Context: an optimization exercise on an open-source flow, tuned for small area. The choices shown serve that exercise and are no tape-out recipe.
At most, simulation tests tie the RTL to the original design; equivalence was not proved.
The RTL of runs 3 to 6 was laid out without a check of its function.
No activity file was given, so power comes from the tool's default toggle rates.

==> flow/design.v <==
module PWM
(input CLK
,input RST 
,input FLAG 
,output STT 
,output STR 
,output PWM
);
reg[12:0]cnt1;
reg[12:0]cnt2;
parameter[12:0]freq=13'd300; 
reg stt;
always@(posedge CLK)
	if(RST)
		stt<=1'b0;
	else if(cnt2==freq-1'b1)
		stt<=1'b1;
	else
		stt<=1'b0;
assign STT=stt;
assign STR=(cnt2==freq-1'b1)&&!stt;
always@(posedge CLK)
	if(RST)
		cnt1<=1'b0;
	else if(cnt1>=freq-1'b1)
		cnt1<=1'b0;
	else
		cnt1<=cnt1+1'b1;
always@(posedge CLK)
	if(RST)
		cnt2<=1'b0;
	else if(cnt1==freq-1'b1)
		if(FLAG)
			if(cnt2>=freq-1'b1)
				cnt2<=1'b0;
			else
				cnt2<=cnt2+1'b1;
		else
			if(cnt2<=0)
				cnt2<=freq-1'b1;
			else
				cnt2<=cnt2-1'b1;
	else
		cnt2<=cnt2;
assign PWM=(cnt1<cnt2)?1'b0:1'b1;
endmodule
module DBC
(input CLK
,input RST 
,input KEY 
,output KP 
,output KR 
);
reg[18:0]cnt_h; 
reg[18:0]cnt_l; 
reg kp;
always @(posedge CLK)
	if(RST)
		cnt_l<=0;
	else if(!KEY)
		cnt_l<=cnt_l+1'b1;
	else
		cnt_l<=0;
always@(posedge CLK)
	if(RST)
		cnt_h<=0;
	else if(KEY)
		cnt_h<=cnt_h+1'b1;
	else
		cnt_h<= 0;
always@(posedge CLK)
	if(RST)
		kp<=0;
	else if(cnt_h==19'h00bb8)
		kp<=1;
	else if(cnt_l==19'h00bb8)
		kp<=0;
	else
		kp<=kp;
assign KP=kp;
assign KR=(cnt_h==19'h00bb8)&&!kp;
endmodule
module LED(input CLK,input RST,input[2:0]FLAG,output LED);
wire UP;
wire DW;
wire STT0;
wire STT1;
wire STR0;
wire STR1;
PWM up(CLK,RST,1'b1,STT0,STR0,UP);
PWM dw(CLK,RST,1'b0,STT1,STR1,DW);
reg[2:0]flag;
reg E;
always@(posedge CLK)
	if(RST)begin
		flag<=FLAG;
		E<=1'b0;
	end
	else if(STR0)
		if(!E)begin
			flag<=FLAG;
			E<=1'b1;
		end
		else if(flag==3'b111)
			flag<=1'b0;
		else
			flag<=flag+1'b1;
assign LED=(flag==3'b000)?UP:((flag==3'b001)?DW:1'b1);
endmodule
module RGB(input CLK,input RST,input[1:0]FLAG,output LED);
wire UP;
wire DW;
wire STT0;
wire STT1;
wire STR0;
wire STR1;
PWM up(CLK,RST,1'b1,STT0,STR0,UP);
PWM dw(CLK,RST,1'b0,STT1,STR1,DW);
reg[1:0]flag;
reg E;
always@(posedge CLK)
	if(RST)begin
		flag<=FLAG;
		E<=1'b0;
	end
	else if(STR0)
		if(!E)begin
			flag<=FLAG;
			E<=1'b1;
		end
		else if(flag==2'b10)
			flag<=1'b0;
		else
			flag<=flag+1'b1;
assign LED=(flag==2'b00)?UP:((flag==2'b01)?DW:1'b1);
endmodule
module RainbowRGB
(input CLK
,input RST
,input BTN
,output[7:0]LED
,output[2:0]RGB
);
wire BP;
wire BR;
DBC i0(CLK,RST,BTN,BP,BR);
reg E;
always@(posedge CLK)
	if(RST)
		E<=1'b0;
	else if(BR)
		E<=~E;
wire[7:0]led;
LED i1(CLK,RST,3'b000,led[0]);
LED i2(CLK,RST,3'b001,led[1]);
LED i3(CLK,RST,3'b010,led[2]);
LED i4(CLK,RST,3'b011,led[3]);
LED i5(CLK,RST,3'b100,led[4]);
LED i6(CLK,RST,3'b101,led[5]);
LED i7(CLK,RST,3'b110,led[6]);
LED i8(CLK,RST,3'b111,led[7]);
assign LED=(E==1)?led:8'b1111_1111;
wire[2:0]rgb;
RGB i9(CLK,RST,2'b00,rgb[0]);
RGB i10(CLK,RST,2'b01,rgb[1]);
RGB i11(CLK,RST,2'b10,rgb[2]);
assign RGB=(E==0)?rgb:3'b111;
endmodule
==> flow/run.sh <==
#!/bin/bash
# synth_recipe.tcl (not shown) runs the flow's synth.tcl, then flattens the netlist and writes it again
# the make line also repeats each setting of config.mk as NAME=value (left out here)
make -C /OpenROAD-flow-scripts/flow DESIGN_CONFIG=/design/flow/config.mk WORK_HOME=/design/flow/orfs CLKGATE_MAP_FILE= SYNTH_SCRIPT=/design/flow/synth_recipe.tcl finish
==> flow/config.mk <==
export PLATFORM = sky130hd
export DESIGN_NAME = RainbowRGB
export DESIGN_NICKNAME = RainbowRGB
export VERILOG_FILES = /design/flow/design.v
export SDC_FILE = /design/flow/constraint.sdc
export NUM_CORES = 4
export LEC_CHECK = 0
export CAP_MARGIN = 20
export CORE_MARGIN = 2
export CORE_UTILIZATION = 40
export SLEW_MARGIN = 20
==> flow/constraint.sdc <==
create_clock -name core_clock -period 10.0 [get_ports {CLK}]
set_input_delay 2.0000 -clock core_clock [delete_from_list [all_inputs] [get_ports {CLK}]]
set_output_delay 2.0000 -clock core_clock [all_outputs]
set_load 0.01 [all_outputs]
==> impl_metrics.csv, run 1 <==
group,metric,value,unit
die,start_util,40.5,%
clock_network,cts_hold_buf,0,
detailed_routing,viasPerCell,5.24,
worst_setup_path,cp_cell_sequence,"inv_1, ha_1, a21o_1, a31oi_1, o21ai_0, nand3_1, a211oi_1, clkdlybuf4s50_1",
cells_and_area,multi_input_area,0.0201,sq mm
pwr,pwr-share-clk,52.2,%
pwr,power,5840,uW
cells_and_area,postLayoutCoreUtil,45.7,%
logic_synthesis,async_reset_ff_share,0,%
clock_network,clk_pin_slew,60,ps
detailed_routing,drt_pass1_iterations,5,
pwr,netSwitchingPower,1250,uW
cells_and_area,largestRegisters,"i0.cnt_h x19, i0.cnt_l x19",
timing,maxSlewViolCount,0,
worst_setup_path,reg2reg_to,"i8.dw.cnt2[2]",
placement,gp_congestion,0.808,
worst_setup_path,cp_max_fo,6,
pwr,switching_share,21.4,%
detailed_routing,num_vias,28173,
cells_and_area,final_cell_mix,"dfxtp_1, nor2_1, ha_1, inv_1, a21oi_1",
logic_synthesis,synth_edf_count,0,
logic_synthesis,yosysSeqAreaShare,38.3,%
timing,fmax,191,MHz
logic_synthesis,ys_warn_count,5,
logic_synthesis,synthTopCellsByArea,"dfxtp_1, ha_1, nor2_1",
grt,gr-total-overflow,0,
logic_synthesis,synth.avg_cell_area,8.54,sq um
worst_hold_path,hold-path-endpoint,"i4.up.cnt1[0]",
cells_and_area,seqCellArea,0.0133,sq mm
cells_and_area,fillers,8324,
timing,clock_skew,25.0,ps
timing,period_share,52.3,%
worst_setup_path,reg2reg_from,"i8.dw.cnt1[10]",
worst_hold_path,hold_path_class,"register to register",
grt,grt_max_degree,71,
worst_setup_path,critical_path.max_stage_delay,640,ps
clock_network,clockRootBuffer,"clkbuf_16",
timing,setup_viol,0,
timing,rsz0062_at_grt,"no",
clock_network,clkLatencyLatePin,640,ps
worst_setup_path,required,8000,ps
pwr,power.internal,4590,uW
logic_synthesis,yosysTopAreaCell,"dfxtp_1",
outcome,outcome,"finished clean",
cells_and_area,nets,4518,
detailed_routing,routed_wl,71100,microns
detailed_routing,drc_errors,0,
pwr,ir_drop,0.113,mV
die,fp.dieW,298,microns
detailed_routing,first_iter_violations,1384,
clock_network,cts_made_buffers,79,
clock_network,htree_num_levels,3,
grt,antenna_found_initial,0,
grt,grt_pass1_wl,123000,microns
worst_setup_path,path_delay_family,"compound AO/OA/AOI/OAI gates",
die,fp.dieH,298,microns
grt,grt_pass1_vias,26074,
timing,timing.setup.tns,0,ps
die,core-area,0.0855,sq mm
logic_synthesis,ys_types,92,
worst_setup_path,cp_num_buf_inv,2,
placement,portBuffers,13,
worst_hold_path,hold_start,"i4.up.cnt1[0]",
clock_network,cts_sinks,664,
worst_setup_path,startpoint_type,"register",
timing,fin_crit,5230,ps
clock_network,cts_setup_buffers,0,
placement,dpl.hpwl,49900,microns
worst_setup_path,crit_path_start,"i11.up.cnt2[2]",
worst_setup_path,cp_data_arrival_time,3230,ps
pwr,pwr_density_cell,149,mW/mm^2
logic_synthesis,synth_top_area_share,38.3,%
worst_setup_path,slowest_stage,"clkdlybuf4s50_1",
logic_synthesis,synth_area,0.0347,sq mm
cells_and_area,diodes,0,
pwr,leakagePower,0.0148,uW
clock_network,cts-resized-gates,0,
worst_setup_path,r2r_slack,7160,ps
die,ios,14,
cells_and_area,drive_above_1_share,4.63,%
detailed_routing,drt.antenna.violating_nets,0,
grt,grt_usage,15.8,%
detailed_routing,post_drt_wl_per_cell,13.2,microns
timing,hold_viol,0,
pwr,pwr-share-comb,1.9,%
worst_setup_path,critPathKind,"register to primary output",
clock_network,cts_tree,"yes",
pwr,seq_power_share,45.9,%
logic_synthesis,ys_ff_latch,664,
die,rows,107,
logic_synthesis,syn-instance-count,4060,
worst_setup_path,r2r_cells,5,
timing,relSlewSlack,28.5,%
logic_synthesis,synth_top_flop_cell,"dfxtp_1",
clock_network,clockBufferDepth,3,
timing,tightest_slew,1060,ps
cells_and_area,area_delta_synth_final,12.8,%
worst_setup_path,end_kind,"primary output",
cells_and_area,final_common_cell,"dfxtp_1",
run,drv_cap,0,
worst_hold_path,holdPathStages,1,
die,die_area,0.0890,sq mm
[worst max-delay path by stage]
stage / cells past startpoint / end / slack [ps]
finish: 8 / RGB[2] / 4770
global placement: 7 / i2.up.cnt2[5] / 5310
detailed placement: 7 / i2.up.cnt2[5] / 5320
global route: 8 / RGB[2] / 4650
floorplan: 6 / i1.dw.cnt2[4] / 6340
CTS: 8 / RGB[2] / 4670
[synth_stat cells (16+ instances only)]
cell type,instances
dfxtp_1,664
nor2_1,511
ha_1,344
inv_1,340
a21oi_1,249
nand2_1,240
nand3_1,218
xnor2_1,160
o21ai_0,147
nor3_1,118
nand4_1,99
and3_1,84
xor2_1,76
nor4_1,65
or4_1,63
clkbuf_1,62
a211oi_1,38
o31ai_1,36
or3_1,36
a31oi_1,33
nand2b_1,33
nor4bb_1,28
o211ai_1,25
a21o_1,23
nor2b_1,23
o22ai_1,21
a211o_1,20
a2111oi_0,19
nand4b_1,18
o21a_1,16
[per-stage QoR]
stage | worst slack (ps) | hold WS, ps | cells | cell area (sq um)
floorplan | 6340 | 421 | 4147 | 35000
global placement | 5310 | 440 | 5234 | 36300
detailed placement | 5320 | 445 | 5234 | 36300
CTS | 4670 | 458 | 5374 | 39100
global route | 4650 | 472 | 5374 | 39100
finish | 4770 | 456 | 5374 | 39100
[power groups by stage]
stage	sequential (uW)	clock, uW	combinational (uW)
final	2680	3050	112
after global routing	2680	3250	130
after CTS	2680	3150	113
after detailed placement	2740	0	112
after global placement	2740	0	111
after floorplan	2740	0	83.3
[metal layers]
layer | track usage (%) | wire (microns) | up-vias
met5 | 0 | 0 | -
met4 | 3.92 | 1410 | 0
met3 | 2.60 | 2230 | 103
met2 | 25.3 | 31300 | 307
met1 | 21.9 | 36100 | 13033
li1 | - | - | 14730
[cells by family after synthesis]
kind of cell | count (synthesis) | share of synthesized area, %
other | 1 | 0.0108
AO/OA/AOI/OAI | 726 | 13.1
buffers and inverters | 420 | 4.64
AND/OR/NAND/NOR | 1650 | 24.9
XOR/XNOR | 236 | 5.96
multiplexers | 19 | 0.563
adder cells (fa/ha/maj) | 344 | 12.4
flip-flops | 664 | 38.3
[cell type report]
type,instances,share of cell area (%)
well taps,1144,3.66
multi-input cells,3063,51.4
repair buffers,23,0.534
clock buffers,110,5.95
inverters,340,3.26
flip-flops and latches,664,34.0
clock inverters,30,1.19
==> inputs of run 2 (changes only) <==
==> flow/design.v (replaced) <==
module RainbowRGB
(input CLK
,input RST
,input BTN
,output[7:0]LED
,output[2:0]RGB
);
reg[8:0]c;    
reg[8:0]u;    
wire cw=c[8]&c[5]&c[3]&c[1]&c[0];    
wire uw=u[8]&u[5]&u[3]&u[1]&u[0];    
always@(posedge CLK)
	if(RST)
		c<=9'd0;
	else if(cw)
		c<=9'd0;
	else
		c<=c+1'b1;
always@(posedge CLK)
	if(RST)
		u<=9'd0;
	else if(cw)
		u<=uw?9'd0:u+1'b1;
wire up_low=c<u;
wire dw_low=(u!=9'd0)&&({1'b0,c}+{1'b0,u}<10'd300);
wire ramp=uw&&(c==9'd0);    
reg[2:0]k8;   
reg[1:0]k3;   
always@(posedge CLK)
	if(RST)begin
		k8<=3'd0;
		k3<=2'd3;
	end
	else if(ramp)begin
		if(k3==2'd3)
			k3<=2'd0;
		else begin
			k8<=k8+1'b1;
			k3<=(k3==2'd2)?2'd0:k3+1'b1;
		end
	end
reg b;           
reg[11:0]s;      
reg kp;          
reg sel;         
wire D=s[11]&s[10];    
always@(posedge CLK)
	b<=BTN;
always@(posedge CLK)
	if(RST)
		s<=12'd72;
	else if(BTN!=b)
		s<=12'd73;
	else
		s<=s+1'b1;
always@(posedge CLK)
	if(RST)
		kp<=1'b0;
	else if(D)
		kp<=b;
always@(posedge CLK)
	if(RST)
		sel<=1'b0;
	else if(D&&b&&!kp)
		sel<=~sel;
wire[2:0]k3e={1'b0,(k3==2'd3)?2'd0:k3};
genvar i;
generate
for(i=0;i<8;i=i+1)begin:gl
	wire[2:0]ph=k8+i;
	assign LED[i]=~(sel&&((ph==3'd0&&up_low)||(ph==3'd1&&dw_low)));
end
for(i=0;i<3;i=i+1)begin:gr
	wire[2:0]ph=(k3e+i>=3)?k3e+i-3:k3e+i;
	assign RGB[i]=~(!sel&&((ph==3'd0&&up_low)||(ph==3'd1&&dw_low)));
end
endgenerate
endmodule
==> impl_metrics.csv, run 2 <==
group,metric,value,unit
outcome,outcome,"finished clean",
timing,clock_skew,3.98,ps
grt,grt_max_degree,15,
timing,hold_viol,0,
logic_synthesis,synth_top_flop_cell,"dfxtp_1",
placement,pre_cts_ws,4840,ps
pwr,pwr-share-clk,38.8,%
clock_network,clockBufferDepth,2,
detailed_routing,routed_wl,5010,microns
logic_synthesis,synth_edf_count,0,
clock_network,cts_tree,"yes",
worst_setup_path,required,8000,ps
logic_synthesis,yosysSeqAreaShare,29.5,%
logic_synthesis,yosysTopAreaCell,"dfxtp_1",
grt,grt.busiest_layer,"met2",
pwr,power.internal,215,uW
die,die_area,0.00710,sq mm
worst_setup_path,cp_data_arrival_time,3420,ps
clock_network,cts_hold_buf,0,
grt,grt_use_met1,20.2,%
cells_and_area,drive_above_1_share,5.20,%
logic_synthesis,synth_area,0.00257,sq mm
cells_and_area,top_register,"s",
timing,period_share,54.2,%
timing,timing.setup.tns,0,ps
timing,tightest_slew,737,ps
timing,setup_viol,0,
detailed_routing,first_iter_violations,69,
logic_synthesis,async_reset_ff_share,0,%
cells_and_area,final_common_cell,"nor2_1",
worst_setup_path,critPathKind,"register to primary output",
grt,grt_usage,14.9,%
cells_and_area,area_delta_synth_final,11.6,%
clock_network,clockRootBuffer,"clkbuf_8",
placement,portBuffers,13,
pwr,seq_power_share,55.4,%
logic_synthesis,ys_ff_latch,38,
timing,relSlewSlack,50.5,%
grt,grt_pass1_vias,1916,
cells_and_area,nets,361,
detailed_routing,drt_pass1_iterations,5,
logic_synthesis,synthTopCellsByCount,"nor2_1, dfxtp_1, ha_1, inv_1, xnor2_1",
die,ios,14,
pwr,leakagePower,0.00110,uW
logic_synthesis,synthTopCellsByArea,"dfxtp_1, ha_1, nor2_1",
timing,maxSlewViolCount,0,
pwr,pwr_density_cell,98.3,mW/mm^2
logic_synthesis,synth_most_common_cell,"nor2_1",
logic_synthesis,synth.avg_cell_area,8.25,sq um
pwr,ir_drop,0.0742,mV
cells_and_area,final_cell_mix,"nor2_1, dfxtp_1, ha_1, inv_1, xnor2_1",
logic_synthesis,ys_warn_count,1,
detailed_routing,viasPerCell,5.11,
clock_network,cts-resized-gates,0,
detailed_routing,num_vias,2064,
detailed_routing,post_drt_wl_per_cell,12.4,microns
worst_hold_path,hold_path_class,"register to register",
grt,grt_pass1_wl,8770,microns
run,drv_cap,0,
grt,grtUsageMet2,23.4,%
die,start_util,41.0,%
cells_and_area,diodes,0,
pwr,netSwitchingPower,67.0,uW
die,fp.dieH,84.2,microns
logic_synthesis,syn-instance-count,312,
die,rows,29,
clock_network,cts_setup_buffers,0,
worst_setup_path,end_kind,"primary output",
clock_network,cts_sinks,38,
grt,gr-total-overflow,0,
detailed_routing,drc_errors,0,
logic_synthesis,ys_types,49,
grt,antenna_found_initial,0,
worst_setup_path,startpoint_type,"register",
pwr,switching_share,23.7,%
worst_setup_path,cp_max_fo,7,
clock_network,clkLatencyLatePin,290,ps
cells_and_area,largest_register_ff_count,12,
die,fp.dieW,84.2,microns
timing,fin_crit,5420,ps
grt,gr-usage-met3,2.85,%
clock_network,htree_num_levels,2,
detailed_routing,drt.antenna.violating_nets,0,
pwr,pwr-share-comb,5.8,%
die,core-area,0.00628,sq mm
placement,dpl.hpwl,3840,microns
logic_synthesis,synth_top_area_share,29.5,%
timing,rsz0062_at_grt,"no",
clock_network,cts_made_buffers,5,
timing,timing.final.ws_setup,4580,ps
clock_network,clk_pin_slew,80,ps
timing,fmax,185,MHz
cells_and_area,postLayoutCoreUtil,45.8,%
cells_and_area,largestRegisters,"s x12, c x9, u x9",
placement,gp_congestion,0.863,
worst_setup_path,r2r_slack,8090,ps
-- run 2: changes by cell type after synthesis, sizes merged, moves of 117 or more --
cell,change
inv,-314
a21oi,-243
o21ai,-140
nor3,-117
nor2,-464
ha,-312
xnor2,-140
nand2,-222
dfxtp,-626
nand3,-204
-- run 2: per-layer routing --
| layer | up-vias | part of all wire [%] | routed length, microns |
|---|---|---|---|
| met4 | 0 | 1.4 | 69 |
| met1 | 938 | 52 | 2600 |
| li1 | 1099 | - | - |
| met5 | - | 0 | 0 |
| met2 | 22 | 44 | 2220 |
| met3 | 5 | 2.4 | 118 |
-- run 2: worst paths after layout --
path | from | to | cells after the start
setup reg to reg | c[0] | k8[2] | 8
hold / removal | kp | kp | 2
setup / recovery | u[2] | LED[0] | 9
hold reg to reg | kp | kp | 2
-- run 2: cell type report --
| cell class | count | area [sq um] |
|---|---|---|
| Sequential cell | 38 | 761 |
| Inverter | 26 | 97.6 |
| Timing Repair Buffer | 13 | 130 |
| Clock buffer | 6 | 82.6 |
| Multi-Input combinational cell | 242 | 1690 |
| Fill cell | 632 | 3400 |
| Clock inverter | 2 | 12.5 |
| Tap cell | 77 | 96.3 |
-- run 2: per-stage QoR --
step	hold WS (ps)	instances	power [uW]	cell area [sq um]
6_report	468	404	282	2870
5_1_grt	504	404	296	2870
3_3_place_gp	439	396	176	2780
4_1_cts	469	404	287	2870
3_5_place_dp	455	396	177	2780
2_1_floorplan	431	312	171	2570
-- run 2: kinds of logic after synthesis --
family	synth area share, %
AO/OA/AOI/OAI	13.8
XOR/XNOR	11.6
adder cells (fa/ha/maj)	15.5
buffers and inverters	4.71
flip-flops	29.5
multiplexers	0.777
AND/OR/NAND/NOR	24.0
-- run 2: critical path, cell delays in order, from the launching register on --
cell and delay, ps:
dfxtp_1 400, inv_1 100, ha_1 350, and4bb_1 320
o31ai_2 80, nor3b_2 190, o31ai_1 610, o21ai_0 260
o211ai_1 250, clkdlybuf4s50_1 570
-- run 2: power groups by stage --
| stage | clock [uW] | combinational (uW) | sequential [uW] |
|---|---|---|---|
| 6_report | 110 | 16.5 | 156 |
| 5_1_grt | 120 | 19.1 | 157 |
| 4_1_cts | 114 | 16.8 | 156 |
| 3_5_place_dp | 0 | 16.7 | 160 |
| 2_1_floorplan | 0 | 12.5 | 159 |
| 3_3_place_gp | 0 | 16.7 | 160 |
==> inputs of run 3 (changes only) <==
==> flow/design.v (replaced) <==
module RainbowRGB
(input CLK
,input RST
,input BTN
,output[7:0]LED
,output[2:0]RGB
);
reg[8:0]x;
reg[8:0]v;
wire xw=x[8]&x[7]&x[4]&x[2]&x[0];          
wire vw=v[8]&v[7]&v[4]&v[2]&v[0];          
wire x0=~(x[8]|x[7]|x[4]|x[2]|x[0]);       
wire v0=~(v[8]|v[7]|v[4]|v[2]|v[0]);       
always@(posedge CLK)
	if(RST|xw)
		x<=9'd106;
	else
		x<=x+1'b1;
always@(posedge CLK)
	if(RST)
		v<=9'd106;
	else if(xw)
		v<=vw?9'd106:v+1'b1;
wire up_low=x<v;
wire dw_low=!v0&&!(~x<v);
wire ramp=vw&&x0;    
reg[2:0]a;    
reg[1:0]q;    
always@(posedge CLK)
	if(RST)begin
		a<=3'd0;
		q<=2'd0;
	end
	else if(ramp)begin
		q<={q[1]^q[0],q[1]|~q[0]};
		if(q!=2'd0)
			a<=a-1'b1;
	end
reg b;           
reg[11:0]s;
reg kp;          
reg sel;         
wire D=s[11]&s[10]&!s[9]&!s[7]&s[6]&!s[5]&!s[4]&s[3]&!s[1];
always@(posedge CLK)
	b<=BTN;
always@(posedge CLK)
	if(RST)
		s<=12'h100;
	else if(BTN!=b)
		s<=12'h200;
	else
		s<={s[10:0],s[11]^s[10]};
always@(posedge CLK)
	if(RST)
		kp<=1'b0;
	else if(D)
		kp<=b;
always@(posedge CLK)
	if(RST)
		sel<=1'b0;
	else if(D&&b&&!kp)
		sel<=~sel;
wire U=up_low&&sel;
wire W=dw_low&&sel;
genvar i;
generate
for(i=0;i<8;i=i+1)begin:gl
	assign LED[i]=~((a==i&&U)||(a==((i+7)&7)&&W));
end
endgenerate
wire Ur=up_low&&!sel;
wire Wr=dw_low&&!sel;
assign RGB[0]=~((!q[1]&&Ur)||(q[1]&&!q[0]&&Wr));
assign RGB[1]=~((q[1]&&q[0]&&Ur)||(!q[1]&&Wr));
assign RGB[2]=~((q[1]&&!q[0]&&Ur)||(q[1]&&q[0]&&Wr));
endmodule
==> flow/flow/run.sh (new file) <==
#!/bin/bash
D=$(pwd)
bash standard.sh "SYNTH_SCRIPT=$D/flow/synth.tcl" 'ADDER_MAP_FILE=' 'BUFFER_PORTS_ARGS=-buffer_cell sky130_fd_sc_hd__buf_1' finish > standard.log 2>&1
==> flow/flow/synth.tcl (new file) <==
proc synth {args} { yosys synth -nofsm -noshare {*}$args }
# The standard synthesis (synth_recipe.tcl), with abc given a different script.
proc abc {args} {
  set out {}
  set skip 0
  foreach a $args {
    if {$skip} { set skip 0; lappend out {+strash;dc2;dch -f;map -a;topo}; continue }
    if {$a eq "-script"} { set skip 1 }
    lappend out $a
  }
  yosys abc {*}$out
}
source $::env(SCRIPTS_DIR)/synth.tcl
# left out here: clear keep_hierarchy, flatten, clean up, hide names made inside functions, write 1_2_yosys.v
==> flow/standard.sh (new file) <==
#!/bin/bash
# synth_recipe.tcl (not shown) runs the flow's synth.tcl, then flattens the netlist and writes it again
# the make line also repeats each setting of config.mk as NAME=value (left out here)
make -C /OpenROAD-flow-scripts/flow DESIGN_CONFIG=/design/flow/config.mk WORK_HOME=/design/flow/orfs CLKGATE_MAP_FILE= SYNTH_SCRIPT=/design/flow/synth_recipe.tcl "${@:-finish}"
removed: flow/run.sh
==> impl_metrics.csv, run 3 <==
group,metric,value,unit
die,fp.dieH,69.7,microns
cells_and_area,nets,273,
clock_network,cts-resized-gates,0,
run,drv_cap,0,
outcome,outcome,"finished clean",
clock_network,htree_num_levels,2,
logic_synthesis,yosysSeqAreaShare,44.0,%
cells_and_area,final_common_cell,"nor2_1",
clock_network,clkLatencyLatePin,290,ps
detailed_routing,drt_pass1_iterations,4,
logic_synthesis,yosysTopAreaCell,"dfxtp_1",
worst_setup_path,required,8000,ps
detailed_routing,drc_errors,0,
placement,dpl.hpwl,2700,microns
timing,relSlewSlack,63.8,%
logic_synthesis,synth_most_common_cell,"nor2_1",
detailed_routing,post_drt_wl_per_cell,11.1,microns
pwr,leakagePower,0.000690,uW
worst_setup_path,startpoint_type,"register",
grt,grt_pass1_vias,1405,
cells_and_area,fillers,422,
grt,grt_max_degree,13,
clock_network,cts_setup_buffers,0,
clock_network,clockRootBuffer,"clkbuf_8",
cells_and_area,drive_above_1_share,3.32,%
grt,grt_pass1_wl,6230,microns
logic_synthesis,synth_edf_count,0,
pwr,pwr_density_cell,168,mW/mm^2
cells_and_area,largestRegisters,"s x12, v x9, x x9",
clock_network,clk_pin_slew,80,ps
cells_and_area,top_register,"s",
die,core-area,0.00409,sq mm
timing,hold_viol,0,
logic_synthesis,synthTopCellsByCount,"nor2_1, clkinv_1, dfxtp_1, nand2_1, o21ai_0",
cells_and_area,largest_register_ff_count,12,
logic_synthesis,ys_ff_latch,38,
cells_and_area,diodes,0,
grt,gr-total-overflow,0,
worst_setup_path,cp_data_arrival_time,2440,ps
clock_network,clockBufferDepth,2,
die,die_area,0.00486,sq mm
logic_synthesis,ys_warn_count,1,
logic_synthesis,synth_top_area_share,44.0,%
die,rows,23,
grt,grt_usage,15.7,%
logic_synthesis,synth.avg_cell_area,6.91,sq um
timing,tightest_slew,543,ps
timing,maxSlewViolCount,0,
timing,setup_viol,0,
clock_network,cts_made_buffers,5,
logic_synthesis,async_reset_ff_share,0,%
logic_synthesis,synthTopCellsByArea,"dfxtp_1, nor2_1, clkinv_1",
clock_network,cts_sinks,38,
detailed_routing,drt.antenna.violating_nets,0,
placement,gp_congestion,0.896,
cells_and_area,seqCellArea,761,sq um
grt,antenna_found_initial,0,
die,ios,14,
detailed_routing,num_vias,1601,
logic_synthesis,synth_top_flop_cell,"dfxtp_1",
worst_setup_path,cp_max_fo,8,
die,start_util,42.3,%
timing,period_share,44.4,%
timing,timing.hold.ws,404,ps
detailed_routing,first_iter_violations,58,
clock_network,cts_tree,"yes",
timing,timing.setup.tns,0,ps
timing,fin_crit,4440,ps
cells_and_area,area_delta_synth_final,14.7,%
clock_network,cts_hold_buf,0,
detailed_routing,routed_wl,3580,microns
timing,clock_skew,7.68,ps
cells_and_area,multi_input_area,802,sq um
worst_setup_path,end_kind,"primary output",
worst_setup_path,critPathKind,"register to primary output",
logic_synthesis,syn-instance-count,250,
timing,rsz0062_at_grt,"no",
cells_and_area,final_cell_mix,"nor2_1, clkinv_1, dfxtp_1, nand2_1, o21ai_0",
detailed_routing,viasPerCell,4.99,
worst_hold_path,hold_path_class,"register to register",
timing,fmax,225,MHz
logic_synthesis,ys_types,20,
logic_synthesis,synth_area,0.00173,sq mm
die,fp.dieW,69.7,microns
pwr,ir_drop,0.0838,mV
placement,portBuffers,13,
run 3: changes by cell type after synthesis, moves of 5 or more:
| cell | delta |
|---|---|
| xor2_1 | -13 |
| nand2b_1 | -6 |
| nor3_1 | +10 |
| xnor2_1 | -20 |
| clkinv_1 | +44 |
| ha_1 | -32 |
| a211o_1 | -5 |
| nor2_1 | +20 |
| o211ai_1 | -10 |
| nand3_1 | -10 |
| inv_1 | -26 |
| a21oi_1 | +9 |
| a22oi_1 | +13 |
run 3: logic make-up after synthesis:
logic type | Yosys count | synth area share, %
AND/OR/NAND/NOR | 111 | 26.3
AO/OA/AOI/OAI | 56 | 19.6
buffers and inverters | 44 | 9.56
XOR/XNOR | 1 | 0.507
flip-flops | 38 | 44.0
run 3: layout make-up:
| class | instances | area share, % |
|---|---|---|
| clock buffer | 6 | 4.17 |
| clock inverter | 2 | 3.03 |
| inverter | 44 | 8.33 |
| multi-input combinational | 168 | 40.5 |
| sequential | 38 | 38.4 |
| tap | 50 | 3.16 |
| timing repair buffer | 13 | 2.46 |
run 3: through the flow:
stage | util [%] | setup WS, ps | total power [uW] | cells | instance area [sq um]
after floorplan | - | 6240 | 169 | 250 | 1730
after global placement | 45.0 | 5950 | 174 | 313 | 1840
after detailed placement | 45.0 | 5930 | 174 | 313 | 1840
after CTS | 48.5 | 5580 | 336 | 321 | 1980
after global routing | 48.5 | 5330 | 345 | 321 | 1980
final | 48.5 | 5560 | 333 | 321 | 1980
run 3: where the power goes:
| part | switching, uW | total, uW | internal (uW) |
|---|---|---|---|
| Combinational | 9.11 | 14.0 | 4.86 |
| Sequential | 2.77 | 156 | 154 |
| Clock | 55.8 | 162 | 106 |
| Total | 67.7 | 333 | 265 |
run 3: critical path: stages, from the launching register on:
cell and delay, ps:
dfxtp_1 400, clkinv_1 110, nor2_1 120, o21ai_0 90
o21ai_0 80, a21oi_1 80, o21ai_0 150, a2111oi_0 130
or2_2 300, nor2_1 370, a32oi_1 160, buf_1 160
run 3: metal layers:
metal / up-vias / part of all wire [%] / track usage [%]
li1: 877 / - / -
met5: - / 0 / 0
met4: 0 / 0.56 / 5.13
met3: 3 / 4.9 / 3.78
met2: 31 / 42 / 23.6
met1: 690 / 53 / 22.1
run 3: final timing paths:
| kind | to | cells after the start | slack, ps | startpoint |
|---|---|---|---|---|
| hold / removal | s[1] | 2 | 400 | s[0] |
| setup reg to reg | v[8] | 12 | 7880 | x[2] |
| hold reg to reg | s[1] | 2 | 400 | s[0] |
| setup / recovery | LED[0] | 11 | 5560 | v[0] |
==> inputs of run 4 (changes only) <==
==> flow/flow/run.sh (replaced) <==
#!/bin/bash
D=$(pwd)
bash standard.sh "SYNTH_SCRIPT=$D/flow/synth.tcl" 'ADDER_MAP_FILE=' 'BUFFER_PORTS_ARGS=-buffer_cell sky130_fd_sc_hd__buf_1' 'CTS_ARGS=-sink_clustering_enable -repair_clock_nets -sink_clustering_size 40 -sink_clustering_max_diameter 200 -buf_list {sky130_fd_sc_hd__clkbuf_4 sky130_fd_sc_hd__clkbuf_8} -dont_use_dummy_load' finish > standard.log 2>&1
==> impl_metrics.csv, run 4 <==
group,metric,value,unit
worst_setup_path,slowest_stage,"dfxtp_1",
logic_synthesis,ys_ff_latch,38,
cells_and_area,diodes,0,
timing,setup_viol,0,
cells_and_area,largestRegisters,"s x12, v x9, x x9",
clock_network,cts_made_buffers,5,
logic_synthesis,ys_warn_count,1,
timing,hold_viol,0,
pwr,leakagePower,0.000654,uW
pwr,pwr_density_cell,138,mW/mm^2
grt,grt_pass1_wl,6220,microns
cells_and_area,final_common_cell,"nor2_1",
timing,period_share,43.9,%
worst_setup_path,end_kind,"primary output",
cells_and_area,largest_register_ff_count,12,
detailed_routing,highest_layer,"met4",
grt,antenna_found_initial,0,
timing,timing.setup.tns,0,ps
timing,maxSlewViolCount,0,
logic_synthesis,synth_top_area_share,44.0,%
logic_synthesis,yosysSeqAreaShare,44.0,%
logic_synthesis,synthTopCellsByArea,"dfxtp_1, nor2_1, clkinv_1",
worst_setup_path,cp_max_fo,8,
timing,fmax,228,MHz
clock_network,clkLatencyLatePin,280,ps
cells_and_area,postLayoutCoreUtil,46.7,%
placement,dpl.hpwl,2700,microns
logic_synthesis,synth_area,0.00173,sq mm
die,die_area,0.00486,sq mm
worst_setup_path,r2r_slack,7880,ps
clock_network,cts_sinks,38,
placement,pre_cts_ws,5930,ps
grt,grt_pass1_vias,1392,
detailed_routing,post_drt_wl_per_cell,11.1,microns
timing,relSlewSlack,63.6,%
detailed_routing,met3_length,234,microns
detailed_routing,drt_pass1_iterations,4,
clock_network,cts_setup_buffers,0,
worst_setup_path,reg2reg_to,"v[7]",
die,start_util,42.3,%
cells_and_area,nets,273,
grt,grt_max_degree,13,
worst_hold_path,hold_start,"s[2]",
worst_setup_path,cp_data_arrival_time,2390,ps
cells_and_area,fillers,436,
worst_hold_path,hold_path_class,"register to register",
worst_setup_path,critical_path.max_stage_delay,390,ps
timing,rsz0062_at_grt,"no",
detailed_routing,first_iter_violations,75,
placement,gp_congestion,0.896,
detailed_routing,routed_wl,3530,microns
detailed_routing,num_vias,1615,
cells_and_area,final_cell_mix,"nor2_1, clkinv_1, dfxtp_1, nand2_1, o21ai_0",
logic_synthesis,yosysTopAreaCell,"dfxtp_1",
cells_and_area,drive_above_1_share,2.24,%
die,ios,14,
clock_network,cts_hold_buf,0,
grt,grt_usage,15.7,%
cells_and_area,instances_no_fill,318,
grt,gr-total-overflow,0,
logic_synthesis,syn-instance-count,250,
worst_setup_path,required,8000,ps
detailed_routing,viasPerCell,5.08,
run,drv_cap,0,
detailed_routing,drc_errors,0,
timing,clock_skew,12.0,ps
die,core-area,0.00409,sq mm
worst_hold_path,holdPathStages,2,
worst_setup_path,r2r_cells,11,
clock_network,clockRootBuffer,"clkbuf_8",
placement,place_inst,313,
logic_synthesis,synth_most_common_cell,"nor2_1",
worst_setup_path,cp_cell_sequence,"clkinv_1, nor2_1, o21ai_0, o21ai_0, a21oi_1, o21ai_0, a2111oi_0, or2_2, nor2_1, a32oi_1, buf_1",
die,fp.dieH,69.7,microns
clock_network,cts-resized-gates,0,
logic_synthesis,ys_types,20,
logic_synthesis,synth_edf_count,0,
outcome,outcome,"finished clean",
clock_network,clockBufferDepth,2,
worst_setup_path,startpoint_type,"register",
die,fp.dieW,69.7,microns
clock_network,htree_num_levels,2,
detailed_routing,drt.antenna.violating_nets,0,
pwr,ir_drop,0.0749,mV
worst_hold_path,hold-path-endpoint,"s[3]",
detailed_routing,wirelength_met1,1780,microns
cells_and_area,area_delta_synth_final,10.4,%
cells_and_area,top_register,"s",
placement,portBuffers,13,
die,rows,23,
logic_synthesis,synthTopCellsByCount,"nor2_1, clkinv_1, dfxtp_1, nand2_1, o21ai_0",
logic_synthesis,synth.avg_cell_area,6.91,sq um
logic_synthesis,synth_top_flop_cell,"dfxtp_1",
worst_setup_path,critPathKind,"register to primary output",
clock_network,cts_tree,"yes",
timing,fin_crit,4390,ps
worst_setup_path,path_common_cell,"o21ai_0",
worst_setup_path,reg2reg_from,"x[2]",
timing,tightest_slew,545,ps
timing,timing.final.ws_setup,5610,ps
detailed_routing,dr_wl_met2,1510,microns
logic_synthesis,async_reset_ff_share,0,%
clock_network,clk_pin_slew,70,ps
-- run 4: cell counts after synthesis --
Identical to the previous run, type by type.
-- run 4: metal layers --
metal,track usage [%],vias to the layer above
met5,0,-
met4,3.85,0
met3,5.52,2
met2,23.1,38
met1,22.1,702
li1,-,873
-- run 4: final cells by class --
type | count | area [sq um] | area share (%)
well taps | 50 | 62.6 | 3.28
clock buffers | 5 | 68.8 | 3.61
multi-input cells | 168 | 802 | 42.0
inverters | 44 | 165 | 8.66
repair buffers | 13 | 48.8 | 2.56
flip-flops and latches | 38 | 761 | 39.9
-- run 4: critical path: cells and delay by family, from the launching register on --
family,cells,cell delay [ps]
and+or+nand+nor,3,790
DFF,1,390
buffers and inverters,2,270
AOI/OAI and AO/OA,6,670
-- run 4: worst max-delay path by stage --
stage	start	end	slack [ps]	depth (start not counted)
finish	v[0]	LED[0]	5610	11
global route	v[0]	LED[0]	5360	11
CTS	v[0]	LED[0]	5610	11
detailed placement	v[0]	LED[0]	5930	11
global placement	v[0]	LED[0]	5950	11
floorplan	v[0]	LED[0]	6240	10
-- run 4: logic make-up (layout without fill, tap and decap cells) --
kind of cell | Yosys count | after routing | synth area share, %
AOI/OAI and AO/OA | 56 | 56 | 19.6
and+or+nand+nor | 111 | 111 | 26.3
DFF | 38 | 38 | 44.0
xor gates and xnor gates | 1 | 1 | 0.507
buffers and inverters | 44 | 62 | 9.56
-- run 4: report_power, final --
| group | internal, uW | switching (uW) | total (uW) | leakage [uW] |
|---|---|---|---|---|
| Clock | 44.9 | 48.0 | 92.9 | 0.0000359 |
| Sequential | 154 | 2.76 | 157 | 0.000309 |
| Combinational | 4.86 | 8.98 | 13.8 | 0.000310 |
| Total | 204 | 59.8 | 263 | 0.000654 |
-- run 4: stage by stage --
| step | power [uW] | instance area, sq um | hold WS, ps |
|---|---|---|---|
| floorplan | 169 | 1730 | 388 |
| global placement | 174 | 1840 | 391 |
| detailed placement | 174 | 1840 | 396 |
| CTS | 268 | 1910 | 407 |
| global route | 278 | 1910 | 427 |
| finish | 263 | 1910 | 403 |
==> inputs of run 5 (changes only) <==
==> flow/flow/run.sh (replaced) <==
#!/bin/bash
D=$(pwd)
bash standard.sh "SYNTH_SCRIPT=$D/flow/synth.tcl" 'ADDER_MAP_FILE=' 'BUFFER_PORTS_ARGS=-buffer_cell sky130_fd_sc_hd__buf_1' 'CTS_ARGS=-repair_clock_nets -buf_list {sky130_fd_sc_hd__clkbuf_16} -root_buf sky130_fd_sc_hd__clkbuf_16 -dont_use_dummy_load' finish > standard.log 2>&1
==> impl_metrics.csv, run 5 <==
group,metric,value,unit
outcome,outcome,"finished clean",
worst_setup_path,cp_cell_sequence,"clkinv_1, nor2_1, o21ai_0, o21ai_0, a21oi_1, o21ai_0, a2111oi_0, or2_2, nor2_1, a32oi_1, buf_1",
logic_synthesis,yosysTopAreaCell,"dfxtp_1",
logic_synthesis,yosysSeqAreaShare,44.0,%
clock_network,clockRootBuffer,"clkbuf_16",
placement,placed_area,0.00184,sq mm
worst_setup_path,endpoint,"LED[0]",
worst_setup_path,required,8000,ps
worst_setup_path,end_kind,"primary output",
cells_and_area,diodes,0,
worst_setup_path,reg2reg_to,"v[8]",
worst_setup_path,path_depth,11,
detailed_routing,post_drt_wl_per_cell,11.2,microns
cells_and_area,area_delta_synth_final,13.7,%
placement,place_inst,313,
die,ios,14,
detailed_routing,routed_wl,3570,microns
timing,period_share,44.1,%
cells_and_area,largest_register_ff_count,12,
timing,timing.setup.tns,0,ps
detailed_routing,viasPerCell,5.06,
cells_and_area,nets,273,
placement,portBuffers,13,
clock_network,htree_num_levels,2,
worst_setup_path,path_delay_family,"simple AND/OR/NAND/NOR gates",
die,die_area,0.00486,sq mm
die,fp.dieH,69.7,microns
logic_synthesis,synthTopCellsByArea,"dfxtp_1, nor2_1, clkinv_1",
worst_hold_path,hold_path_class,"register to register",
logic_synthesis,synth_most_common_cell,"nor2_1",
worst_setup_path,cp_max_fo,8,
clock_network,clk_pin_slew,60,ps
logic_synthesis,synth_top_area_share,44.0,%
worst_setup_path,cp_num_buf_inv,2,
detailed_routing,drc_errors,0,
pwr,netSwitchingPower,66.9,uW
logic_synthesis,synth_top_flop_cell,"dfxtp_1",
clock_network,cts_sinks,38,
logic_synthesis,ys_warn_count,1,
cells_and_area,drive_above_1_share,2.24,%
logic_synthesis,synth_area,0.00173,sq mm
logic_synthesis,ys_types,20,
clock_network,cts_made_buffers,5,
cells_and_area,final_cell_mix,"nor2_1, clkinv_1, dfxtp_1, nand2_1, o21ai_0",
logic_synthesis,syn-instance-count,250,
logic_synthesis,ys_ff_latch,38,
grt,grt_max_degree,13,
clock_network,clockBufferDepth,2,
clock_network,cts_tree,"yes",
cells_and_area,final_common_cell,"nor2_1",
cells_and_area,largestRegisters,"s x12, v x9, x x9",
logic_synthesis,synthTopCellsByCount,"nor2_1, clkinv_1, dfxtp_1, nand2_1, o21ai_0",
pwr,ir_drop,0.0873,mV
grt,antenna_found_initial,0,
pwr,leakagePower,0.000680,uW
grt,grt_usage,15.7,%
die,start_util,42.3,%
placement,dpl.hpwl,2700,microns
logic_synthesis,synth.avg_cell_area,6.91,sq um
cells_and_area,postLayoutCoreUtil,48.1,%
worst_setup_path,reg2reg_from,"x[2]",
pwr,seq_power_share,50.0,%
pwr,pwr-share-comb,4.5,%
clock_network,cts-resized-gates,0,
worst_setup_path,path_common_cell,"o21ai_0",
clock_network,clkLatencyLatePin,270,ps
logic_synthesis,synth_edf_count,0,
pwr,switching_share,21.3,%
worst_setup_path,cp_data_arrival_time,2410,ps
grt,gr-total-overflow,0,
die,core-area,0.00409,sq mm
detailed_routing,drt_pass1_iterations,4,
detailed_routing,first_iter_violations,79,
worst_setup_path,r2r_slack,7870,ps
worst_setup_path,critical_path.max_stage_delay,390,ps
cells_and_area,fin_area,0.00196,sq mm
timing,clock_skew,7.27,ps
clock_network,cts_setup_buffers,0,
worst_setup_path,slowest_stage,"dfxtp_1",
die,fp.dieW,69.7,microns
pwr,pwr_density_cell,160,mW/mm^2
timing,fmax,227,MHz
timing,setup_viol,0,
detailed_routing,drt.antenna.violating_nets,0,
clock_network,cts_hold_buf,0,
die,rows,23,
detailed_routing,num_vias,1610,
grt,grt_pass1_wl,6250,microns
grt,grt_pass1_vias,1407,
run,drv_cap,0,
pwr,pwr-share-clk,45.6,%
worst_setup_path,r2r_cells,12,
logic_synthesis,async_reset_ff_share,0,%
timing,fin_crit,4410,ps
timing,tightest_slew,550,ps
worst_setup_path,critPathKind,"register to primary output",
placement,gp_congestion,0.896,
cells_and_area,fillers,429,
timing,hold_viol,0,
timing,relSlewSlack,63.3,%
worst_setup_path,startpoint_type,"register",
cells_and_area,instances_no_fill,318,
cells_and_area,top_register,"s",
timing,maxSlewViolCount,0,
worst_setup_path,crit_path_start,"v[0]",
timing,rsz0062_at_grt,"no",
pwr,power.internal,247,uW
[run 5: changes by cell type in the layout (fill, tap and decap cells not counted)]
cell	delta
clkbuf_8	-5
clkbuf_16	+5
[run 5: worst min path at each step]
stage / startpoint / end / slack [ps] / cells after the start
after floorplan: s[0] / s[1] / 390 / 2
after global placement: s[2] / s[3] / 390 / 2
after detailed placement: s[0] / s[1] / 400 / 2
after CTS: s[0] / s[1] / 400 / 2
after global routing: s[0] / s[1] / 420 / 2
final: s[0] / s[1] / 400 / 2
[run 5: cells by family (layout without fill, tap and decap cells)]
logic type / after synthesis / after routing / synth area share (%)
AOI/OAI and AO/OA: 56 / 56 / 19.6
xor gates and xnor gates: 1 / 1 / 0.507
buffers and inverters: 44 / 62 / 9.56
and+or+nand+nor: 111 / 111 / 26.3
DFF: 38 / 38 / 44.0
[run 5: routing by layer]
metal  up-vias  part of all wire [%]  track usage (%)
li1        880                     -                -
met1       690                    52             22.3
met2        36                    42             23.7
met3         4                   5.8             4.22
met4         0                  0.64             3.85
met5         -                     0                0
[run 5: area by class of cell]
class                      instances  area (sq um)  share of cell area [%]
multi-input combinational        168           802                    40.8
sequential                        38           761                    38.7
inverter                          44           165                    8.41
clock buffer                       5           125                    6.37
tap                               50          62.6                    3.18
timing repair buffer              13          48.8                    2.48
[run 5: power groups by stage]
| stage | registers, uW | clock network (uW) | logic (uW) |
|---|---|---|---|
| floorplan | 159 | 0 | 10.2 |
| global placement | 160 | 0 | 13.9 |
| detailed placement | 160 | 0 | 13.8 |
| CTS | 157 | 146 | 14.0 |
| global route | 157 | 152 | 16.3 |
| finish | 157 | 143 | 14.0 |
[run 5: metrics by stage]
| step | hold WS, ps | total power (uW) | setup slack, ps |
|---|---|---|---|
| after CTS | 404 | 317 | 5610 |
| after global placement | 391 | 174 | 5950 |
| after global routing | 423 | 326 | 5360 |
| after detailed placement | 396 | 174 | 5930 |
| final | 401 | 314 | 5590 |
| after floorplan | 388 | 169 | 6240 |
[run 5: worst reg2reg max path: cells and delay by family (launching register included)]
| family | cells | cell delay, ps |
|---|---|---|
| AND/OR/NAND/NOR | 12 | 1600 |
| flip-flops | 1 | 470 |
==> inputs of run 6 (changes only) <==
==> flow/flow/run.sh (replaced) <==
#!/bin/bash
D=$(pwd)
bash standard.sh "SYNTH_SCRIPT=$D/flow/synth.tcl" 'ADDER_MAP_FILE=' 'BUFFER_PORTS_ARGS=-buffer_cell sky130_fd_sc_hd__buf_1' 'CTS_ARGS=-sink_clustering_enable -repair_clock_nets -buf_list {sky130_fd_sc_hd__clkbuf_4} -root_buf sky130_fd_sc_hd__clkbuf_4 -dont_use_dummy_load' finish > standard.log 2>&1
==> impl_metrics.csv, run 6 <==
group,metric,value,unit
pwr,power,241,uW
detailed_routing,routed_wl,3550,microns
worst_hold_path,hold_start,"s[2]",
detailed_routing,num_vias,1596,
clock_network,cts_sinks,38,
timing,hold_viol,0,
grt,grt_usage,15.8,%
cells_and_area,largestRegisters,"s x12, v x9, x x9",
logic_synthesis,synth.avg_cell_area,6.91,sq um
logic_synthesis,synthTopCellsByArea,"dfxtp_1, nor2_1, clkinv_1",
cells_and_area,diodes,0,
timing,timing.setup.tns,0,ps
detailed_routing,drt.antenna.violating_nets,0,
logic_synthesis,ys_types,20,
run,drv_cap,0,
timing,relSlewSlack,63.7,%
cells_and_area,fillers,438,
worst_setup_path,critPathKind,"register to primary output",
placement,portBuffers,13,
clock_network,cts_tree,"yes",
logic_synthesis,ys_ff_latch,38,
timing,maxSlewViolCount,0,
worst_setup_path,cp_data_arrival_time,2460,ps
cells_and_area,final_cell_mix,"nor2_1, clkinv_1, dfxtp_1, nand2_1, o21ai_0",
placement,dpl.hpwl,2700,microns
worst_setup_path,end_kind,"primary output",
logic_synthesis,synth_area,0.00173,sq mm
grt,grt_pass1_vias,1414,
pwr,pwr_density_cell,128,mW/mm^2
clock_network,cts_hold_buf,0,
cells_and_area,area_delta_synth_final,8.62,%
cells_and_area,top_register,"s",
timing,clock_skew,18.0,ps
clock_network,clockRootBuffer,"clkbuf_4",
detailed_routing,first_iter_violations,84,
cells_and_area,drive_above_1_share,2.24,%
logic_synthesis,synth_most_common_cell,"nor2_1",
timing,timing.hold.ws,409,ps
grt,antenna_found_initial,0,
clock_network,clockBufferDepth,2,
timing,fmax,224,MHz
clock_network,cts_setup_buffers,0,
timing,tightest_slew,544,ps
timing,rsz0062_at_grt,"no",
clock_network,clkLatencyLatePin,340,ps
logic_synthesis,synthTopCellsByCount,"nor2_1, clkinv_1, dfxtp_1, nand2_1, o21ai_0",
die,die_area,0.00486,sq mm
timing,setup_viol,0,
cells_and_area,largest_register_ff_count,12,
cells_and_area,final_common_cell,"nor2_1",
die,start_util,42.3,%
die,rows,23,
die,core-area,0.00409,sq mm
clock_network,htree_num_levels,2,
logic_synthesis,yosysSeqAreaShare,44.0,%
logic_synthesis,synth_edf_count,0,
pwr,leakagePower,0.000641,uW
worst_hold_path,hold_path_class,"register to register",
logic_synthesis,synth_top_flop_cell,"dfxtp_1",
outcome,outcome,"finished clean",
pwr,ir_drop,0.0700,mV
worst_setup_path,startpoint_type,"register",
worst_setup_path,crit_path_start,"v[0]",
logic_synthesis,yosysTopAreaCell,"dfxtp_1",
clock_network,clk_pin_slew,110,ps
timing,fin_crit,4460,ps
die,fp.dieW,69.7,microns
timing,period_share,44.6,%
placement,gp_congestion,0.896,
detailed_routing,post_drt_wl_per_cell,11.2,microns
logic_synthesis,async_reset_ff_share,0,%
grt,grt_max_degree,13,
grt,gr-total-overflow,0,
clock_network,cts-resized-gates,0,
die,fp.dieH,69.7,microns
detailed_routing,drc_errors,0,
logic_synthesis,synth_top_area_share,44.0,%
detailed_routing,viasPerCell,5.02,
worst_setup_path,required,8000,ps
cells_and_area,nets,273,
detailed_routing,drt_pass1_iterations,4,
worst_setup_path,cp_max_fo,8,
clock_network,cts_made_buffers,5,
die,ios,14,
logic_synthesis,ys_warn_count,1,
logic_synthesis,syn-instance-count,250,
worst_setup_path,reg2reg_from,"x[2]",
grt,grt_pass1_wl,6200,microns
[run 6: cell count changes in the layout (fill, tap and decap cells not counted)]
| cell | delta |
|---|---|
| clkbuf_4 | +5 |
| clkbuf_16 | -5 |
[run 6: layer usage]
metal	wire [microns]	share of wire [%]	vias up	GRT usage [%]
met5	0	0	-	0
met4	18	0.51	0	7.05
met3	180	5.1	2	3.78
met2	1480	42	37	23.0
met1	1870	53	683	22.0
li1	-	-	874	-
[run 6: worst paths after layout]
kind / end / slack, ps / depth (start not counted)
max: LED[0] / 5540 / 11
min: s[3] / 410 / 2
max reg2reg: v[8] / 7860 / 12
min reg2reg: s[3] / 410 / 2
[run 6: metrics by stage]
stage / cells / area, sq um / worst slack, ps / util (%)
6_report: 318 / 1880 / 5540 / 45.9
5_1_grt: 318 / 1880 / 5300 / 45.9
4_1_cts: 318 / 1880 / 5540 / 45.9
3_5_place_dp: 313 / 1840 / 5930 / 45.0
3_3_place_gp: 313 / 1840 / 5950 / 45.0
2_1_floorplan: 250 / 1730 / 6240 / -
[run 6: critical path, cell delays in order (launching register included)]
cell and delay (ps):
dfxtp_1 410, clkinv_1 110, nor2_1 120, o21ai_0 90
o21ai_0 80, a21oi_1 80, o21ai_0 140, a2111oi_0 120
or2_2 300, nor2_1 370, a32oi_1 160, buf_1 160
[run 6: cell type report]
class                   instances  area (sq um)  share of cell area (%)
inverters                      44           165                    8.80
multi-input cells             168           802                    42.7
clock buffers                   5          37.5                    2.00
flip-flops and latches         38           761                    40.5
well taps                      50          62.6                    3.33
repair buffers                 13          48.8                    2.60
[run 6: cells by family after synthesis]
logic type | count (synthesis) | synth area share, %
and+or+nand+nor | 111 | 26.3
AOI/OAI and AO/OA | 56 | 19.6
buffers and inverters | 44 | 9.56
DFF | 38 | 44.0
xor gates and xnor gates | 1 | 0.507
[run 6: report_power, final]
group          leakage (uW)  switching (uW)  internal [uW]
Combinational      0.000310            9.01           4.86
Clock             0.0000230            46.5           23.6
Sequential         0.000309            2.79            154
Total              0.000641            58.3            182
==> inputs of run 7 (changes only) <==
--- a/flow/design.v
+++ b/flow/design.v
@@ -37,7 +37,8 @@
 			a<=a-1'b1;
 	end
 reg b;           
-reg[11:0]s;
+reg[11:0]sr;     
+wire[11:0]s=sr^12'haaa;
 reg kp;          
 reg sel;         
 wire D=s[11]&s[10]&!s[9]&!s[7]&s[6]&!s[5]&!s[4]&s[3]&!s[1];
@@ -45,11 +46,11 @@
 	b<=BTN;
 always@(posedge CLK)
 	if(RST)
-		s<=12'h100;
+		sr<=12'h100^12'haaa;
 	else if(BTN!=b)
-		s<=12'h200;
+		sr<=12'h200^12'haaa;
 	else
-		s<={s[10:0],s[11]^s[10]};
+		sr<={s[10:0],s[11]^s[10]}^12'haaa;
 always@(posedge CLK)
 	if(RST)
 		kp<=1'b0;
@@ -62,10 +63,15 @@
 		sel<=~sel;
 wire U=up_low&&sel;
 wire W=dw_low&&sel;
-genvar i;
+wire U0=U&&!a[0];
+wire W1=W&&a[0];
+wire M=a[0]?U:W;
+wire[3:0]d={a[2:1]==2'd3,a[2:1]==2'd2,a[2:1]==2'd1,a[2:1]==2'd0};
+genvar j;
 generate
-for(i=0;i<8;i=i+1)begin:gl
-	assign LED[i]=~((a==i&&U)||(a==((i+7)&7)&&W));
+for(j=0;j<4;j=j+1)begin:gl
+	assign LED[2*j]=~((d[j]&&U0)||(d[(j+3)%4]&&W1));
+	assign LED[2*j+1]=~(d[j]&&M);
 end
 endgenerate
 wire Ur=up_low&&!sel;
==> impl_metrics.csv, run 7 <==
group,metric,value,unit
worst_setup_path,cp_max_fo,4,
detailed_routing,drt.antenna.violating_nets,0,
timing,timing.setup.tns,0,ps
placement,dpl.hpwl,2520,microns
timing,setup_viol,0,
grt,grt_pass1_wl,5490,microns
worst_setup_path,end_kind,"primary output",
detailed_routing,post_drt_wl_per_cell,11.1,microns
clock_network,htree_num_levels,2,
worst_setup_path,path_delay_family,"compound AO/OA/AOI/OAI gates",
grt,grt_max_degree,14,
worst_setup_path,critPathKind,"register to primary output",
worst_setup_path,required,8000,ps
cells_and_area,largestRegisters,"sr x12, v x9, x x9",
cells_and_area,top_register,"sr",
outcome,outcome,"finished clean",
cells_and_area,final_common_cell,"nor2_1",
run,drv_cap,0,
timing,rsz0062_at_grt,"no",
die,die_area,0.00472,sq mm
timing,relSlewSlack,67.7,%
die,start_util,41.6,%
logic_synthesis,synthMuxAreaShare,0,%
die,ios,14,
pwr,pwr_density_cell,130,mW/mm^2
worst_hold_path,hold_path_class,"register to register",
grt,grt_pass1_vias,1238,
die,fp.dieW,68.7,microns
detailed_routing,drc_errors,0,
detailed_routing,routed_wl,3370,microns
worst_setup_path,path_common_cell,"o221ai_1",
worst_setup_path,startpoint_type,"register",
cells_and_area,diodes,0,
logic_synthesis,ys_ff_latch,38,
cells_and_area,area_delta_synth_final,8.89,%
clock_network,cts_tree,"yes",
logic_synthesis,synth_most_common_cell,"nor2_1",
logic_synthesis,synth_compound_gate_area_share,21.6,%
cells_and_area,final_cell_mix,"nor2_1, clkinv_1, dfxtp_1, nand2_1, o21ai_0",
worst_setup_path,critical_path.max_stage_delay,400,ps
detailed_routing,drt_pass1_iterations,4,
worst_setup_path,cp_cell_sequence,"clkinv_1, o21ai_0, o221ai_1, o221ai_1, o221ai_1, a21oi_1, o221ai_1, o21ai_0, nor2_1, nand2_1, o22a_2, buf_1",
worst_setup_path,cp_data_arrival_time,2320,ps
clock_network,cts_made_buffers,5,
cells_and_area,instances_no_fill,304,
logic_synthesis,synth_area,0.00168,sq mm
pwr,ir_drop,0.0662,mV
timing,maxSlewViolCount,0,
logic_synthesis,async_reset_ff_share,0,%
clock_network,cts_hold_buf,0,
worst_setup_path,cp_num_buf_inv,2,
clock_network,clk_pin_slew,120,ps
logic_synthesis,synth_top_family_by_area,"simple AND/OR/NAND/NOR gates",
detailed_routing,first_iter_violations,91,
timing,tightest_slew,482,ps
timing,period_share,43.2,%
placement,gp_congestion,0.948,
die,fp.dieH,68.7,microns
logic_synthesis,syn-instance-count,236,
placement,portBuffers,13,
logic_synthesis,synth.avg_cell_area,7.10,sq um
timing,fin_crit,4320,ps
clock_network,clockBufferDepth,2,
die,rows,23,
detailed_routing,viasPerCell,5.16,
clock_network,clkLatencyLatePin,350,ps
worst_setup_path,slowest_stage,"dfxtp_1",
logic_synthesis,ys_warn_count,1,
clock_network,cts_setup_buffers,0,
placement,place_inst,299,
logic_synthesis,synth_edf_count,0,
clock_network,cts_sinks,38,
logic_synthesis,synth-xor-area-share,0.523,%
pwr,leakagePower,0.000637,uW
grt,gr-total-overflow,0,
timing,clock_skew,35.1,ps
logic_synthesis,synth-adder-area-share,0,%
logic_synthesis,synthSimpleGateAreaFrac,23.5,%
logic_synthesis,yosysSeqAreaShare,45.4,%
logic_synthesis,synthTopCellsByArea,"dfxtp_1, nor2_1, clkinv_1",
clock_network,clockRootBuffer,"clkbuf_4",
logic_synthesis,yosysTopAreaCell,"dfxtp_1",
die,core-area,0.00403,sq mm
cells_and_area,largest_register_ff_count,12,
detailed_routing,num_vias,1568,
logic_synthesis,synth_top_flop_cell,"dfxtp_1",
grt,grt_usage,15.7,%
timing,hold_viol,0,
cells_and_area,nets,259,
cells_and_area,drive_above_1_share,3.94,%
logic_synthesis,ys_types,19,
logic_synthesis,synthTopCellsByCount,"nor2_1, clkinv_1, dfxtp_1, nand2_1, o21ai_0",
logic_synthesis,synth_top_area_share,45.4,%
grt,antenna_found_initial,0,
clock_network,cts-resized-gates,0,
timing,fmax,232,MHz
==> run 7: cell types whose count changed after synthesis, sizes merged, moves of 6 or more <==
cell   change
a22oi      -6
nand2     +16
nor2      -20
nor3      -10
o21ai      +7
==> run 7: cells by family (layout without fill, tap and decap cells) <==
group	Yosys count	in the layout
simple gates	98	98
flops	38	38
compound gates	59	59
buf+inv	40	58
xor+xnor	1	1
==> run 7: path summary, 6_finish.rpt <==
kind,start,end,slack (ps),cells past startpoint
worst max-delay path,x[0],LED[0],5680,12
worst min-delay path,sr[2],sr[3],380,1
worst max register to register,x[4],v[8],7770,14
worst min register to register,sr[2],sr[3],380,1
==> run 7: area by class of cell <==
| type | instances | area (sq um) |
|---|---|---|
| fillers | 401 | 2200 |
| multi-input cells | 158 | 764 |
| inverters | 40 | 150 |
| well taps | 50 | 62.6 |
| repair buffers | 13 | 48.8 |
| clock buffers | 5 | 37.5 |
| flip-flops and latches | 38 | 761 |
==> run 7: metrics by stage <==
stage / instance area, sq um / setup slack [ps] / total power (uW) / hold WS (ps) / utilization, %
after global routing: 1820 / 5420 / 249 / 399 / 45.3
after detailed placement: 1790 / 6030 / 173 / 356 / 44.3
after global placement: 1790 / 6060 / 173 / 354 / 44.3
final: 1820 / 5680 / 238 / 383 / 45.3
after floorplan: 1680 / 6400 / 169 / 352 / -
after CTS: 1820 / 5660 / 241 / 386 / 45.3
==> run 7: worst reg2reg max path, delay by kind of cell, from the launching register on <==
kind / cells / cell delay (ps)
flip-flops: 1 / 500
buffers and inverters: 2 / 180
AO/OA/AOI/OAI: 1 / 100
AND/OR/NAND/NOR: 11 / 1390
==> run 7: power breakdown <==
part | total [uW] | switching (uW) | leakage, uW | internal [uW]
logic | 12.9 | 8.48 | 0.000305 | 4.44
clock network | 68.2 | 44.7 | 0.0000230 | 23.5
registers | 156 | 2.58 | 0.000309 | 154
total | 238 | 55.7 | 0.000637 | 182
==> run 7: layer usage <==
layer	routed length, microns	vias to the layer above	global-route usage, %
met5	0	-	0
met4	64	0	5.39
met3	199	9	5.84
met2	1420	38	23.3
met1	1690	697	20.9
li1	-	824	-
==> inputs of run 8 (changes only) <==
--- a/flow/flow/synth.tcl
+++ b/flow/flow/synth.tcl
@@ -4,7 +4,7 @@
   set out {}
   set skip 0
   foreach a $args {
-    if {$skip} { set skip 0; lappend out {+strash;dc2;dch -f;map -a;topo}; continue }
+    if {$skip} { set skip 0; lappend out {+strash;dc2;dch -f;map -a;strash;dc2;dch -f;map -a;strash;dc2;dch -f;map -a;strash;dc2;dch -f;map -a;topo}; continue }
     if {$a eq "-script"} { set skip 1 }
     lappend out $a
   }
==> impl_metrics.csv, run 8 <==
group,metric,value,unit
outcome,outcome,"finished clean",
pwr,ir_drop,0.0486,mV
logic_synthesis,synthSimpleGateAreaFrac,23.4,%
worst_setup_path,r2r_cells,14,
detailed_routing,viasPerCell,5.09,
timing,hold_viol,0,
cells_and_area,fillers,428,
logic_synthesis,synth.avg_cell_area,7.14,sq um
cells_and_area,diodes,0,
grt,grt_pass1_vias,1287,
detailed_routing,drc_errors,0,
cells_and_area,final_cell_mix,"nor2_1, dfxtp_1, clkinv_1, nand2_1, o21ai_0",
clock_network,cts_sinks,38,
detailed_routing,num_vias,1513,
clock_network,htree_num_levels,2,
timing,fin_crit,4710,ps
clock_network,cts_hold_buf,0,
clock_network,clockRootBuffer,"clkbuf_4",
grt,gr-total-overflow,0,
logic_synthesis,synth-adder-area-share,0.612,%
logic_synthesis,synth_top_family_by_area,"simple AND/OR/NAND/NOR gates",
die,core-area,0.00397,sq mm
logic_synthesis,yosysSeqAreaShare,46.5,%
logic_synthesis,synth-xor-area-share,0.536,%
timing,maxSlewViolCount,0,
logic_synthesis,async_reset_ff_share,0,%
cells_and_area,top_register,"sr",
worst_setup_path,required,8000,ps
detailed_routing,drt.antenna.violating_nets,0,
logic_synthesis,synthMuxAreaShare,0,%
logic_synthesis,synth_top_area_share,46.5,%
cells_and_area,fin_area,0.00178,sq mm
timing,setup_viol,0,
pwr,leakagePower,0.000623,uW
clock_network,clockBufferDepth,2,
die,rows,23,
placement,gp_congestion,0.886,
detailed_routing,drt_pass1_iterations,4,
placement,portBuffers,13,
logic_synthesis,synth_top_flop_cell,"dfxtp_1",
placement,dpl.hpwl,2570,microns
logic_synthesis,ys_ff_latch,38,
clock_network,cts_setup_buffers,0,
logic_synthesis,synthTopCellsByCount,"nor2_1, dfxtp_1, clkinv_1, nand2_1, o21ai_0",
worst_setup_path,critPathKind,"register to primary output",
logic_synthesis,synth_area,0.00164,sq mm
logic_synthesis,ys_warn_count,1,
die,die_area,0.00462,sq mm
cells_and_area,area_delta_synth_final,9.10,%
grt,grt_max_degree,13,
grt,antenna_found_initial,0,
grt,grt_pass1_wl,5660,microns
worst_hold_path,hold_path_class,"register to register",
worst_setup_path,startpoint_type,"register",
timing,relSlewSlack,69.4,%
clock_network,cts_tree,"yes",
timing,clock_skew,14.0,ps
cells_and_area,nets,252,
cells_and_area,final_common_cell,"nor2_1",
logic_synthesis,synth_edf_count,0,
logic_synthesis,ys_types,18,
logic_synthesis,syn-instance-count,229,
die,fp.dieW,67.9,microns
logic_synthesis,synthTopCellsByArea,"dfxtp_1, nor2_1, clkinv_1",
worst_setup_path,cp_max_fo,4,
die,ios,14,
cells_and_area,largestRegisters,"sr x12, v x9, x x9",
pwr,pwr_density_cell,134,mW/mm^2
clock_network,clk_pin_slew,110,ps
die,fp.dieH,67.9,microns
clock_network,clkLatencyLatePin,340,ps
detailed_routing,post_drt_wl_per_cell,11.4,microns
timing,period_share,47.1,%
detailed_routing,routed_wl,3380,microns
logic_synthesis,synth_compound_gate_area_share,20.7,%
die,start_util,41.2,%
cells_and_area,largest_register_ff_count,12,
run,drv_cap,0,
logic_synthesis,synth_most_common_cell,"nor2_1",
timing,fmax,212,MHz
timing,rsz0062_at_grt,"no",
worst_setup_path,cp_data_arrival_time,2710,ps
placement,placed_area,0.00175,sq mm
logic_synthesis,yosysTopAreaCell,"dfxtp_1",
grt,grt_usage,16.5,%
timing,timing.setup.tns,0,ps
worst_hold_path,holdPathStages,1,
clock_network,cts-resized-gates,0,
worst_setup_path,end_kind,"primary output",
detailed_routing,first_iter_violations,124,
clock_network,cts_made_buffers,5,
cells_and_area,drive_above_1_share,2.43,%
timing,tightest_slew,458,ps
[run 8: changes by cell type after synthesis, moves of 3 or more]
cell      delta
nand2_1      -7
nor2_1       +3
o22ai_1      +3
o22a_2       -4
o221ai_1     -4
clkinv_1     -4
[run 8: routing by layer]
layer | vias to the layer above | track usage (%) | routed length, microns
li1 | 808 | - | -
met1 | 654 | 21.9 | 1710
met2 | 46 | 24.9 | 1400
met3 | 5 | 4.44 | 212
met4 | 0 | 7.50 | 63
met5 | - | 0 | 0
[run 8: logic make-up (layout without fill, tap and decap cells)]
group / Yosys count / after routing
buffers and inverters: 36 / 54
AO/OA/AOI/OAI: 58 / 58
AND/OR/NAND/NOR: 95 / 95
adder cells (fa/ha/maj): 1 / 1
XOR/XNOR: 1 / 1
flip-flops: 38 / 38
[run 8: worst paths after layout]
check | startpoint | endpoint | slack, ps
min reg2reg | sr[2] | sr[3] | 380
max | x[0] | LED[2] | 5290
max reg2reg | x[4] | v[7] | 7940
min | sr[2] | sr[3] | 380
[run 8: critical path, cell delays in order, from the launching register on]
cell      delay [ps]
dfxtp_1          390
clkinv_1         140
a22oi_1          210
a221oi_1          70
a221oi_1         210
o22ai_1          100
maj3_1           330
a21oi_1          120
o21ai_0           80
o21ai_0          110
or2_2            170
nor2_1            60
nand2_1           60
o21ai_0          100
nand2_1           80
buf_1            150
[run 8: final cells by class]
| type | instances | area [sq um] | share of cell area, % |
|---|---|---|---|
| Inverter | 36 | 135 | 7.57 |
| Tap cell | 50 | 62.6 | 3.51 |
| Multi-Input combinational cell | 155 | 739 | 41.4 |
| Clock buffer | 5 | 37.5 | 2.10 |
| Sequential cell | 38 | 761 | 42.6 |
| Timing Repair Buffer | 13 | 48.8 | 2.73 |
[run 8: power by group]
| group | internal, uW | total, uW | switching, uW | leakage (uW) |
|---|---|---|---|---|
| logic | 4.70 | 13.5 | 8.80 | 0.000292 |
| registers | 154 | 156 | 2.45 | 0.000309 |
| clock network | 23.5 | 68.9 | 45.4 | 0.0000230 |
| total | 182 | 239 | 56.7 | 0.000623 |
[run 8: through the flow]
step / hold WS (ps) / cells / total power [uW] / utilization (%) / worst slack, ps
floorplan: 352 / 229 / 169 / - / 6000
global placement: 353 / 292 / 173 / 44.0 / 5690
detailed placement: 364 / 292 / 173 / 44.0 / 5690
CTS: 387 / 297 / 242 / 44.9 / 5300
global route: 419 / 297 / 251 / 44.9 / 4960
finish: 384 / 297 / 239 / 44.9 / 5290

-- re-timing with driven ports --
No port has a modelled driver above. Below, the same layouts with a new extraction and two added sets of constraints.
Step 1 sets driving cells, clkbuf_16 on the clock port and buf_2 on the other inputs (assumed; they add their load-dependent delay and slew).
Step 2 also shifts input and output timing later by t, the mid clock arrival at the registers, as if the neighbouring blocks saw the same clock.
a / b / c = no drivers / after step 1 / after step 2; a / b = the first two.
run	t, ns	setup slack, ns
run 1	0.692	4.768 / 4.703 / 5.320
run 2	0.316	4.584 / 4.553 / 4.869
run 3	0.311	5.563 / 5.541 / 5.852
run 4	0.300	5.611 / 5.587 / 5.887
run 5	0.299	5.590 / 5.561 / 5.861
run 6	0.353	5.537 / 5.514 / 5.867
run 7	0.356	5.683 / 5.658 / 6.014
run 8	0.356	5.290 / 5.266 / 5.623
After both steps setup and hold are still met in every run listed.
